What follows belongs to an exercise in optimizing a design on an open flow for small area and a short achievable clock period; a production flow would make more cautious choices. At most, simulation tests tie the RTL to the original design; equivalence was not proved.

==> flow/design.v (excerpt) <==
module montgomery_kyber(clk, a, b, out);
input clk;
input [11:0] a, b;
output [11:0] out;
wire s0 = (a[0] & b[2]) ^ (a[1] & b[1]);
wire c1 = (a[0] & b[2]) & (a[1] & b[1]);
wire s2 = (a[0] & b[3]) ^ (a[1] & b[2]) ^ (a[2] & b[1]);
wire c3 = ((a[0] & b[3]) & (a[1] & b[2])) | ((a[0] & b[3]) & (a[2] & b[1])) | ((a[1] & b[2]) & (a[2] & b[1]));
wire s4 = (a[3] & b[0]) ^ c1;
wire c5 = (a[3] & b[0]) & c1;
wire s6 = (a[0] & b[4]) ^ (a[1] & b[3]) ^ (a[2] & b[2]);
wire c7 = ((a[0] & b[4]) & (a[1] & b[3])) | ((a[0] & b[4]) & (a[2] & b[2])) | ((a[1] & b[3]) & (a[2] & b[2]));
wire s8 = (a[3] & b[1]) ^ (a[4] & b[0]) ^ c3;
wire c9 = ((a[3] & b[1]) & (a[4] & b[0])) | ((a[3] & b[1]) & c3) | ((a[4] & b[0]) & c3);
wire s10 = c5 ^ s6;
wire c11 = c5 & s6;
wire s12 = (a[0] & b[5]) ^ (a[1] & b[4]) ^ (a[2] & b[3]);
wire c13 = ((a[0] & b[5]) & (a[1] & b[4])) | ((a[0] & b[5]) & (a[2] & b[3])) | ((a[1] & b[4]) & (a[2] & b[3]));
wire s14 = (a[3] & b[2]) ^ (a[4] & b[1]) ^ (a[5] & b[0]);
wire c15 = ((a[3] & b[2]) & (a[4] & b[1])) | ((a[3] & b[2]) & (a[5] & b[0])) | ((a[4] & b[1]) & (a[5] & b[0]));
wire s16 = c7 ^ s12 ^ s14;
wire c17 = (c7 & s12) | (c7 & s14) | (s12 & s14);
wire s18 = c11 ^ c9;
wire c19 = c11 & c9;
wire s20 = (a[0] & b[6]) ^ (a[1] & b[5]) ^ (a[2] & b[4]);
wire c21 = ((a[0] & b[6]) & (a[1] & b[5])) | ((a[0] & b[6]) & (a[2] & b[4])) | ((a[1] & b[5]) & (a[2] & b[4]));
wire s22 = (a[3] & b[3]) ^ (a[4] & b[2]) ^ (a[5] & b[1]);
wire c23 = ((a[3] & b[3]) & (a[4] & b[2])) | ((a[3] & b[3]) & (a[5] & b[1])) | ((a[4] & b[2]) & (a[5] & b[1]));
wire s24 = (a[6] & b[0]) ^ c13 ^ c15;
wire c25 = ((a[6] & b[0]) & c13) | ((a[6] & b[0]) & c15) | (c13 & c15);
wire s26 = s20 ^ s22 ^ c17;
  ...
For scale: about 740 cells after synthesis, about 24 flip-flops, about 37 I/O pins, ~0.0065 sq mm of cells after synthesis.
==> flow/config.mk <==
export PLATFORM = sky130hd
export DESIGN_NAME = montgomery_kyber
export DESIGN_NICKNAME = montgomery_kyber
export VERILOG_FILES = /design/flow/design.v
export SDC_FILE = /design/flow/constraint.sdc
export NUM_CORES = 4
export LEC_CHECK = 0
export CAP_MARGIN = 20
export CORE_MARGIN = 2
export CORE_UTILIZATION = 40
export SLEW_MARGIN = 20
==> flow/constraint.sdc <==
create_clock -name core_clock -period 12.0 [get_ports {clk}]
set_input_delay 2.4000 -clock core_clock [delete_from_list [all_inputs] [get_ports {clk}]]
set_output_delay 2.4000 -clock core_clock [all_outputs]
set_load 0.01 [all_outputs]
run.sh (not shown) runs the stock make flow with config.mk's settings and CLKGATE_MAP_FILE= SYNTH_SCRIPT=/design/flow/synth_recipe.tcl, a recipe that flattens the netlist after the stock synthesis.
Change:
--- a/flow/design.v
+++ b/flow/design.v
@@ -220,18 +220,17 @@
 wire c215 = ((a[10] & b[10]) & (a[11] & b[9])) | ((a[10] & b[10]) & (a[9] & b[11])) | ((a[11] & b[9]) & (a[9] & b[11]));
 wire s216 = c209 ^ s214 ^ c211;
 wire c217 = (c209 & s214) | (c209 & c211) | (s214 & c211);
 wire s218 = (a[10] & b[11]) ^ (a[11] & b[10]) ^ c215;
 wire c219 = ((a[10] & b[11]) & (a[11] & b[10])) | ((a[10] & b[11]) & c215) | ((a[11] & b[10]) & c215);
 wire [23:0] p = {1'b0, (a[11] & b[11]), s218, s216, s212, s206, c189, c177, c163, s162, c129, c109, s106, c71, s68, s52, s38, s26, s16, s10, s2, (a[2] & b[0]), (a[0] & b[1]), (a[0] & b[0])} + {1'b0, c219, c217, c213, c207, c199, s198, s188, s176, c147, s146, s128, s108, s88, s70, s54, s40, s28, s18, s8, s4, s0, (a[1] & b[0]), 1'b0};
+wire [3:0] mh1 = p[11:8] + p[3:0] + {p[2:0], 1'b0};
 reg [23:0] r;
-always @(posedge clk) r <= p;
+always @(posedge clk) r <= {p[23:12], mh1, p[7:0]};
 wire [11:0] ph = r[23:12];
-wire [11:0] pl = r[11:0];
-wire [3:0] mh = pl[11:8] + pl[3:0] + {pl[2:0], 1'b0};
-wire [11:0] m = {mh, pl[7:0]};
+wire [11:0] m = r[11:0];
 wire s220 = ~m[0] ^ ~m[10];
 wire c221 = ~m[0] & ~m[10];
 wire s222 = ~m[0] ^ ~m[11] ^ ~m[1];
 wire c223 = (~m[0] & ~m[11]) | (~m[0] & ~m[1]) | (~m[11] & ~m[1]);
 wire s224 = ~m[3] ^ c221;
 wire c225 = ~m[3] & c221;
Cell area rose by 11%.
Routed wire length rose by 13%.
Non-clock buffer count rose by 4.
Hold slack gains 31 ps.
The RTL of the first run of this note was laid out without a check of its function.

what the ideal ports hide:
The results above use ideal ports. As a check the final layouts listed here were re-extracted and re-timed, cells and wires unchanged.
Step 1 assumes that a clkbuf_16 drives the clock port and a buf_2 every other input.
Step 2 times the ports against the registers' clock, not the clock port: input delays grow and output delays shrink by t, the midpoint of the rising clock arrivals with the driver on.
a / b / c = no drivers / after step 1 / after step 2; a / b = the first two.
run	t (ns)	slack for setup (ns)	pins driven straight from the clock port
the first run	0.287	2.725 / 2.690 / 2.977	1
the second run	0.288	4.191 / 4.153 / 4.083	1
After both steps every run listed still meets setup and hold. The setup slack of the second run, which loses most, moves by -0.038 ns with the drivers and by -0.108 ns with both steps.
